From an optimization exercise on the open Yosys and OpenROAD flow, aimed at small area; shortcuts taken in it are not production practice.
The RTL was checked by simulation tests, not by an equivalence proof against the original design.
Power figures rest on the tool's default switching activity, not on a simulated workload.

==> inputs of v37 <==
==> flow/design.v <==
module clock_divider (
    input             clk,
    input             rst,
    output reg [19:0] c,
    output reg [6:0]  b,
    output reg [4:0]  a,
    output            tick500,   
    output            sample,    
    output            romstep    
);
function [19:0] inc20;
    input [19:0] x;
    integer i;
    reg all;
    begin
        all = 1'b1;
        for (i = 0; i < 20; i = i + 1) begin
            inc20[i] = x[i] ^ all;
            all = all & x[i];
        end
    end
endfunction
wire cwrap = c[19] & c[18] & c[17] & c[16] & c[14] & c[9] &
             c[5] & c[4] & c[3] & c[2] & c[1] & c[0];
wire bwrap = b[6] & b[5] & b[4] & b[3] & b[2];
wire awrap = a[4] & a[3];
always @(posedge clk) begin
    if (rst | cwrap)
        c <= 20'd0;
    else
        c <= inc20(c);
end
always @(posedge clk) begin
    if (rst | bwrap)
        b <= 7'd0;
    else
        b <= b + 7'd1;
end
always @(posedge clk) begin
    if (rst | (bwrap & awrap))
        a <= 5'd0;
    else if (bwrap)
        a <= a + 5'd1;
end
assign tick500 = bwrap & ~c[1] & c[0];
assign sample  = bwrap & awrap & ~c[2] & c[1] & c[0];
assign romstep = bwrap & awrap & ~c[3] & c[2] & c[1] & c[0];
endmodule
module seg7(
	input [3:0] in,
	output reg [6:0] display
);
always @(in)
begin
	case(in)
		0:
			display = 7'b1000000;
		1:
			display = 7'h79;
		2:
			display = 7'h24;
		3:
			display = 7'h30;
		4:
			display = 7'h19;
		5:
			display = 7'h12;
		6:
			display = 7'h02;
		7:
			display = 7'h78;
		8:
			display = 7'h00;	
		9:
			display = 7'h18;
		default:
			display = 7'h11;
	endcase
end
endmodule
module rom (
    input      [4:0]  idx,
    output     [15:0] rom_x, rom_y, rom_z
);
    reg [15:0] mem [0:31];
    initial begin
        $readmemb("xyz.mem", mem);
    end
    assign rom_x = mem[idx];
    assign rom_y = mem[idx + 5'd1];
    assign rom_z = mem[idx + 5'd2];
endmodule
module pwm (
    input             clk,
    input             rst,
    input             select,
    input             grab,
    input             tick,       
    input             sample,     
    input             romstep,    
    input      [19:0] counter,
    input      [6:0]  step,       
    input      [15:0] data_x, data_y, data_z,   
    output            out1, out2, out3, out4
);
reg        tinit;    
reg        gsel;     
reg        busy;     
reg [4:0]  idx;      
reg [19:0] scr_x, scr_y, scr_z;
reg [19:0] tgt_x, tgt_y, tgt_z;
reg [6:0]  dl;       
reg [2:0]  cy;       
always @(posedge clk) begin
    if (rst)
        tinit <= 1'b1;
    else if (tick)
        tinit <= 1'b0;
end
always @(posedge clk) begin
    if (rst)
        idx <= 5'd0;
    else if (romstep) begin
        if (idx == 5'd29)           
            idx <= 5'd0;
        else
            idx <= idx + 5'd3;
    end
end
wire [15:0] rom_x, rom_y, rom_z;
rom romemory (.idx(idx), .rom_x(rom_x), .rom_y(rom_y), .rom_z(rom_z));
wire act_x = busy & (step < 7'd20);
wire act_y = busy & (step >= 7'd20) & (step < 7'd40);
wire act_z = busy & (step >= 7'd40);
wire last  = (step == 7'd19) | (step == 7'd39) | (step == 7'd59);
localparam [59:0] KB = {20'd75000, 20'd75000, 20'd75000};
wire kbit = KB[step[5:0]];
wire sbit = act_x ? scr_x[0] : act_y ? scr_y[0] : scr_z[0];
wire [3:0] sum = sbit + dl[2] + dl[3] + dl[4] + dl[6] + kbit + cy;
always @(posedge clk) begin
    if (rst)
        busy <= 1'b1;
    else if (sample)
        busy <= 1'b1;
    else if (step == 7'd59)
        busy <= 1'b0;
end
always @(posedge clk) begin
    if (rst | ~busy | last) begin
        dl <= 7'd0;
        cy <= 3'd0;
    end
    else begin
        dl <= {dl[5:0], sbit};
        cy <= sum[3:1];
    end
end
always @(posedge clk) begin
    if (rst) begin
        scr_x <= 20'd0;
        scr_y <= 20'd0;
        scr_z <= 20'd0;
    end
    else if (sample) begin
        scr_x <= {{4{data_x[15]}}, data_x};
        scr_y <= {{4{data_y[15]}}, data_y};
        scr_z <= {{4{data_z[15]}}, data_z};
    end
    else begin
        if (act_x) scr_x <= {sum[0], scr_x[19:1]};
        if (act_y) scr_y <= {sum[0], scr_y[19:1]};
        if (act_z) scr_z <= {sum[0], scr_z[19:1]};
    end
end
always @(posedge clk) begin
    if (tick) begin
        gsel  <= grab;
        tgt_x <= select ? {4'd0, rom_x} : scr_x;
        tgt_y <= select ? {4'd0, rom_y} : scr_y;
        tgt_z <= select ? {4'd0, rom_z} : scr_z;
    end
end
function lt20;
    input [19:0] p, q;
    integer i;
    reg r;
    begin
        r = 1'b0;
        for (i = 0; i < 20; i = i + 1)
            r = (p[i] ^ q[i]) ? q[i] : r;
        lt20 = r;
    end
endfunction
wire lt_c = counter < 20'd65000;
wire lt_g = gsel ? (counter < 20'd125000) : (counter < 20'd25000);
assign out1 = tinit ? lt_c : lt20(counter, tgt_x);
assign out2 = tinit ? lt_c : lt20(counter, tgt_y);
assign out3 = tinit ? lt_c : lt20(counter, tgt_z);
assign out4 = tinit ? lt_c : lt_g;
endmodule
module accel (
   input                clk,
   input                rst,
   input        [15:0]  data_x,
   input        [15:0]  data_y,
   input        [15:0]  data_z,
   input                select,    
   input                grab,      
   output       [6:0]   HEX0,
   output       [6:0]   HEX1,
   output       [6:0]   HEX2,
   output       [6:0]   HEX3,
   output       [6:0]   HEX4,
   output       [6:0]   HEX5,
   output       [9:0]   LEDR,
   output               servo_x,   
   output               servo_y,   
   output               servo_z,   
   output               servo_g    
   );
wire [19:0] counter;
wire [6:0] step;
wire [4:0] blk;
wire tick, sample, romstep;
clock_divider timebase (
    .clk(clk), .rst(rst), .c(counter), .b(step), .a(blk),
    .tick500(tick), .sample(sample), .romstep(romstep));
function [15:0] absv;
    input [15:0] v;
    integer i;
    reg any;
    begin
        any = 1'b0;
        for (i = 0; i < 16; i = i + 1) begin
            absv[i] = v[i] ^ (v[15] & any);
            any = any | v[i];
        end
    end
endfunction
function [3:0] add3;
    input [3:0] d;
    reg ge5;
    begin
        ge5 = d[3] | (d[2] & (d[1] | d[0]));
        add3[3] = ge5;
        add3[2] = (d[2] & ~d[1] & ~d[0]) | (d[3] & d[0]);
        add3[1] = (d[1] & ~d[2]) | (d[2] & d[1] & d[0]) | (d[3] & ~d[0]);
        add3[0] = d[0] ^ ge5;
    end
endfunction
function [11:0] bcd3;
    input [15:0] m;
    integer i;
    reg [11:0] d;
    begin
        d = 12'd0;
        for (i = 15; i >= 0; i = i - 1) begin
            d[3:0]  = add3(d[3:0]);
            d[7:4]  = add3(d[7:4]);
            d[11:8] = add3(d[11:8]);
            d = {d[10:0], m[i]};
        end
        bcd3 = d;
    end
endfunction
wire [15:0] mag_x = absv(data_x);
wire [15:0] mag_y = absv(data_y);
wire [15:0] mag_z = absv(data_z);
wire [11:0] bx = bcd3(mag_x);
wire [11:0] by = bcd3(mag_y);
reg [11:0] dig_x;    
reg        signx;
reg [7:0]  dig_y;    
reg [9:0]  led_z;    
always @(posedge clk) begin
    if (rst) begin
        dig_x <= 12'd0;
        signx <= 1'b0;
        dig_y <= 8'd0;
        led_z <= 10'd0;
    end
    else if (sample) begin
        dig_x <= bx;
        signx <= data_x[15];
        dig_y <= by[11:4];
        led_z <= mag_z[9:0];
    end
end
seg7 s0 (.in(dig_x[3:0]),      .display(HEX0));
seg7 s1 (.in(dig_x[7:4]),      .display(HEX1));
seg7 s2 (.in(dig_x[11:8]),     .display(HEX2));
seg7 s3 (.in({3'b000, signx}), .display(HEX3));
seg7 s4 (.in(dig_y[3:0]),      .display(HEX4));
seg7 s5 (.in(dig_y[7:4]),      .display(HEX5));
assign LEDR = led_z;
pwm control (
    .clk(clk), .rst(rst), .select(select), .grab(grab),
    .tick(tick), .sample(sample), .romstep(romstep), .counter(counter),
    .step(step), .data_x(data_x), .data_y(data_y), .data_z(data_z),
    .out1(servo_x), .out2(servo_y), .out3(servo_z), .out4(servo_g));
endmodule
==> flow/xyz.mem <==
0110000111101000
1111101000110000
0110110001100100
1111110001000000
0110000101100000
1111101010111000
0110010010100000
1111000111110000
0110101101010100
1111110111110100
0110111111010000
1111111111010100
0110100111110000
1111010110111000
0110110111101000
1111100111101000
0110010110100000
1111010011100000
0110110011001000
1111110010100000
0110110100101000
1111010100110000
0110111001111000
1111010111011000
0110001001001000
1111000110010000
0110001101110000
1111010110111000
0110001100110000
1111010110101000
0000000000000000
0000000000000000
==> flow/run.sh <==
#!/bin/bash
# synth_recipe.tcl (not shown) runs the flow's synth.tcl, then flattens the netlist and writes it again
# the make line also repeats each setting of config.mk as NAME=value (left out here)
make -C /OpenROAD-flow-scripts/flow DESIGN_CONFIG=/design/flow/config.mk WORK_HOME=/design/flow/orfs CLKGATE_MAP_FILE= SYNTH_SCRIPT=/design/flow/synth_recipe.tcl finish
==> flow/config.mk <==
export PLATFORM = sky130hd
export DESIGN_NAME = accel
export DESIGN_NICKNAME = accel
export VERILOG_FILES = /design/flow/design.v
export SDC_FILE = /design/flow/constraint.sdc
export NUM_CORES = 4
export LEC_CHECK = 0
export ABC_AREA = 1
export CAP_MARGIN = 20
export CORE_MARGIN = 2
export CORE_UTILIZATION = 40
export SLEW_MARGIN = 20
export SYNTH_HIERARCHICAL = 1
==> flow/constraint.sdc <==
create_clock -name core_clock -period 25.0 [get_ports {clk}]
set_input_delay 5.0000 -clock core_clock [delete_from_list [all_inputs] [get_ports {clk}]]
set_output_delay 5.0000 -clock core_clock [all_outputs]
set_load 0.01 [all_outputs]
==> inputs of v24, as changes to v37 <==
==> flow/design.v, changed modules only <==
module clock_divider (
    input             clk,
    input             rst,
    output reg [19:0] c,
    output reg [6:0]  b,
    output reg [4:0]  a,
    output            tick500,   
    output            sample,    
    output            romstep    
);
function [19:0] inc;
    input [19:0] x;
    integer i;
    reg all;
    begin
        all = 1'b1;
        for (i = 0; i < 20; i = i + 1) begin
            inc[i] = x[i] ^ all;
            all = all & x[i];
        end
    end
endfunction
wire cwrap = c[19] & c[18] & c[17] & c[16] & c[14] & c[9] &
             c[5] & c[4] & c[3] & c[2] & c[1] & c[0];
wire bwrap = b[6] & b[5] & b[4] & b[3] & b[2];
wire awrap = a[4] & a[3];
always @(posedge clk) begin
    if (rst | cwrap)
        c <= 20'd0;
    else
        c <= inc(c);
end
always @(posedge clk) begin
    if (rst | bwrap)
        b <= 7'd0;
    else
        b <= inc({13'd0, b});
end
always @(posedge clk) begin
    if (rst | (bwrap & awrap))
        a <= 5'd0;
    else if (bwrap)
        a <= inc({15'd0, a});
end
assign tick500 = bwrap & ~c[1] & c[0];
assign sample  = bwrap & awrap & ~c[2] & c[1] & c[0];
assign romstep = bwrap & awrap & ~c[3] & c[2] & c[1] & c[0];
endmodule
module seg7(
    input  [3:0] in,
    output [6:0] display
);
wire [3:0] d = in;
assign display[0] = ~(d[3] | (d[2] & d[0]) | (~d[2] & ~d[0]) | d[1]);
assign display[1] = ~((~d[1] & ~d[0]) | ~d[2] | (d[1] & d[0]));
assign display[2] = ~d[2] & d[1] & ~d[0];
assign display[3] = (d[2] & ~d[1] & ~d[0]) | (~d[2] & ~d[1] & d[0]) | (d[2] & d[1] & d[0]);
assign display[4] = (d[2] & ~d[1]) | d[0];
assign display[5] = (~d[2] & d[1]) | (~d[3] & ~d[2] & d[0]) | (d[1] & d[0]);
assign display[6] = (~d[3] & ~d[2] & ~d[1]) | (d[2] & d[1] & d[0]);
endmodule
module rom (
    input  [4:0]  idx,
    output [15:0] rom_x, rom_y, rom_z
);
    reg [15:0] mem [0:31];
    initial begin
        $readmemb("xyz.mem", mem);
    end
    wire [31:0] oh = 32'd1 << idx;
    function [15:0] pick;
        input [31:0] o;
        input integer off;
        integer i;
        reg [15:0] r;
        begin
            r = 16'd0;
            for (i = 0; i < 32; i = i + 1)
                r = r | ({16{o[i]}} & mem[(i + off) % 32]);
            pick = r;
        end
    endfunction
    assign rom_x = pick(oh, 0);
    assign rom_y = pick(oh, 1);
    assign rom_z = pick(oh, 2);
endmodule
module pwm (
    input             clk,
    input             rst,
    input             select,
    input             grab,
    input             tick,       
    input             sample,     
    input             romstep,    
    input      [19:0] counter,
    input      [6:0]  step,       
    input      [15:0] data_x, data_y, data_z,   
    output            out1, out2, out3, out4
);
reg        tinit;    
reg        gsel;     
reg        busy;     
reg [4:0]  idx;      
reg [19:0] scr_x, scr_y, scr_z;
reg [19:0] tgt_x, tgt_y, tgt_z;
reg [6:0]  dl;       
reg [2:0]  cy;       
always @(posedge clk) begin
    if (rst)
        tinit <= 1'b1;
    else if (tick)
        tinit <= 1'b0;
end
always @(posedge clk) begin
    if (rst)
        idx <= 5'd0;
    else if (romstep) begin
        if (idx == 5'd29)           
            idx <= 5'd0;
        else
            idx <= idx + 5'd3;
    end
end
wire [15:0] rom_x, rom_y, rom_z;
rom romemory (.idx(idx), .rom_x(rom_x), .rom_y(rom_y), .rom_z(rom_z));
wire act_x = busy & (step < 7'd20);
wire act_y = busy & (step >= 7'd20) & (step < 7'd40);
wire act_z = busy & (step >= 7'd40);
wire last  = (step == 7'd19) | (step == 7'd39) | (step == 7'd59);
localparam [63:0] KB = {4'd0, 20'd75000, 20'd75000, 20'd75000};
wire kbit = KB[step[5:0]];
wire sbit = act_x ? scr_x[0] : act_y ? scr_y[0] : scr_z[0];
wire [3:0] sum = sbit + dl[2] + dl[3] + dl[4] + dl[6] + kbit + cy;
always @(posedge clk) begin
    if (rst | sample)
        busy <= 1'b1;
    else if (step == 7'd59)
        busy <= 1'b0;
end
always @(posedge clk) begin
    if (rst | ~busy | last) begin
        dl <= 7'd0;
        cy <= 3'd0;
    end
    else begin
        dl <= {dl[5:0], sbit};
        cy <= sum[3:1];
    end
end
wire        load = rst | sample;
wire [15:0] ix = rst ? 16'd0 : data_x;
wire [15:0] iy = rst ? 16'd0 : data_y;
wire [15:0] iz = rst ? 16'd0 : data_z;
always @(posedge clk) begin
    if (load) begin
        scr_x <= {{4{ix[15]}}, ix};
        scr_y <= {{4{iy[15]}}, iy};
        scr_z <= {{4{iz[15]}}, iz};
    end
    else begin
        scr_x <= {act_x ? sum[0] : scr_x[0], scr_x[19:1]};
        scr_y <= {act_y ? sum[0] : scr_y[0], scr_y[19:1]};
        scr_z <= {act_z ? sum[0] : scr_z[0], scr_z[19:1]};
    end
end
always @(posedge clk) begin
    if (tick) begin
        gsel  <= grab;
        tgt_x <= select ? {4'd0, rom_x} : {scr_x[10:0], scr_x[19:11]};
        tgt_y <= select ? {4'd0, rom_y} : {scr_y[10:0], scr_y[19:11]};
        tgt_z <= select ? {4'd0, rom_z} : {scr_z[10:0], scr_z[19:11]};
    end
end
function lt20;
    input [19:0] p, q;
    integer i;
    reg r;
    begin
        r = 1'b0;
        for (i = 0; i < 20; i = i + 1)
            r = (p[i] ^ q[i]) ? q[i] : r;
        lt20 = r;
    end
endfunction
wire lt_c = lt20(counter, 20'd65000);
wire lt_g = gsel ? lt20(counter, 20'd125000) : lt20(counter, 20'd25000);
assign out1 = tinit ? lt_c : lt20(counter, tgt_x);
assign out2 = tinit ? lt_c : lt20(counter, tgt_y);
assign out3 = tinit ? lt_c : lt20(counter, tgt_z);
assign out4 = tinit ? lt_c : lt_g;
endmodule
module bcd (
    input  [15:0] v,
    output [11:0] d
);
function [3:0] add3;
    input [3:0] d;
    reg ge5;
    begin
        ge5 = d[3] | (d[2] & (d[1] | d[0]));
        add3[3] = ge5;
        add3[2] = (d[2] & ~d[1] & ~d[0]) | (d[3] & d[0]);
        add3[1] = (d[1] & ~d[2]) | (d[2] & d[1] & d[0]) | (d[3] & ~d[0]);
        add3[0] = d[0] ^ ge5;
    end
endfunction
function [11:0] add12;
    input [11:0] a, b;
    input ci;
    integer i;
    reg cy;
    begin
        cy = ci;
        for (i = 0; i < 12; i = i + 1) begin
            add12[i] = a[i] ^ b[i] ^ cy;
            cy = (a[i] & b[i]) | (a[i] & cy) | (b[i] & cy);
        end
    end
endfunction
wire        s = v[15];
wire [15:0] x = v ^ {16{s}};
wire [11:0] t = add12({2'b00, x[9:0]}, {3'b000, x[15:10], 3'b000}, s);
wire [11:0] m = add12(t, {2'b00, x[15:10], 4'b0000}, 1'b0);
reg [11:0] r;
integer i;
always @(*) begin
    r = 12'd0;
    for (i = 11; i >= 0; i = i - 1) begin
        r[3:0]  = add3(r[3:0]);
        r[7:4]  = add3(r[7:4]);
        r[11:8] = add3(r[11:8]);
        r = {r[10:0], m[i]};
    end
end
assign d = r;
endmodule
module accel (
   input                clk,
   input                rst,
   input        [15:0]  data_x,
   input        [15:0]  data_y,
   input        [15:0]  data_z,
   input                select,    
   input                grab,      
   output       [6:0]   HEX0,
   output       [6:0]   HEX1,
   output       [6:0]   HEX2,
   output       [6:0]   HEX3,
   output       [6:0]   HEX4,
   output       [6:0]   HEX5,
   output       [9:0]   LEDR,
   output               servo_x,   
   output               servo_y,   
   output               servo_z,   
   output               servo_g    
   );
wire [19:0] counter;
wire [6:0] step;
wire [4:0] blk;
wire tick, sample, romstep;
clock_divider timebase (
    .clk(clk), .rst(rst), .c(counter), .b(step), .a(blk),
    .tick500(tick), .sample(sample), .romstep(romstep));
wire [11:0] bx, by;
bcd conv_x (.v(data_x), .d(bx));
bcd conv_y (.v(data_y), .d(by));
reg [9:0] mag_z;
reg any;
integer i;
always @(*) begin
    any = 1'b0;
    for (i = 0; i < 10; i = i + 1) begin
        mag_z[i] = data_z[i] ^ (data_z[15] & any);
        any = any | data_z[i];
    end
end
reg [11:0] dig_x;    
reg        signx;
reg [7:0]  dig_y;    
reg [9:0]  led_z;    
always @(posedge clk) begin
    if (rst) begin
        dig_x <= 12'd0;
        signx <= 1'b0;
        dig_y <= 8'd0;
        led_z <= 10'd0;
    end
    else if (sample) begin
        dig_x <= bx;
        signx <= data_x[15];
        dig_y <= by[11:4];
        led_z <= mag_z;
    end
end
seg7 s0 (.in(dig_x[3:0]),  .display(HEX0));
seg7 s1 (.in(dig_x[7:4]),  .display(HEX1));
seg7 s2 (.in(dig_x[11:8]), .display(HEX2));
seg7 s4 (.in(dig_y[3:0]),  .display(HEX4));
seg7 s5 (.in(dig_y[7:4]),  .display(HEX5));
assign HEX3 = {1'b1, signx, signx, signx, 2'b00, signx};
assign LEDR = led_z;
pwm control (
    .clk(clk), .rst(rst), .select(select), .grab(grab),
    .tick(tick), .sample(sample), .romstep(romstep), .counter(counter),
    .step(step), .data_x(data_x), .data_y(data_y), .data_z(data_z),
    .out1(servo_x), .out2(servo_y), .out3(servo_z), .out4(servo_g));
endmodule
SYNTH_HIERARCHICAL = default   (was 1)
==> comparison <==
- In sequential power, v24 and v37 hardly differ.
- Between v37 and v24, the lower synthesized cell count is in v24 (gap about 30%, measured against v24).
- Of v37 and v24, v37 has the higher via count (gap about 23%, measured against v24).
- Critical path depth: v24 is lower than v37 (12).
- Against v24, the clock skew of v37 is lower by 0.00071 ns.
- In v24 the total power is larger than in v37, by about 16%.
- Between v24 and v37, the lower core utilization is in v37 (gap 2.2 points).
- Of v24 and v37, v24 has the higher global-route usage (gap 2.4 points).

separate check: timing with driven ports:
The results above use ideal ports. As a check the final layouts listed here were re-extracted and re-timed, cells and wires unchanged.
Step 1 sets driving cells, clkbuf_16 on the clock port and buf_2 on the other inputs (assumed; they add their load-dependent delay and slew).
Step 2 adds t to the input delays and takes it off the output delays; t is the mean of the earliest and latest rising clock arrival at the registers after step 1. Input paths then give back, and output paths get back, about the clock's delay inside the block.
a / b / c = ideal ports / drivers / drivers and shift; a / b = the first two.
run | t (ns) | setup slack, ns | worst setup path at the end | worst data-port slew with drivers (ns) | pins driven straight from the clock port
v37 | 0.577 | 14.586 / 14.608 / 14.031 | input to register | 0.08 | 1
v24 | 0.557 | 13.185 / 13.208 / 12.651 | input to register | 0.09 | 1
After both steps every run listed still meets setup and hold. For v37, which loses most, drivers alone change the setup slack by +0.022 ns; drivers and shift together by -0.555 ns.
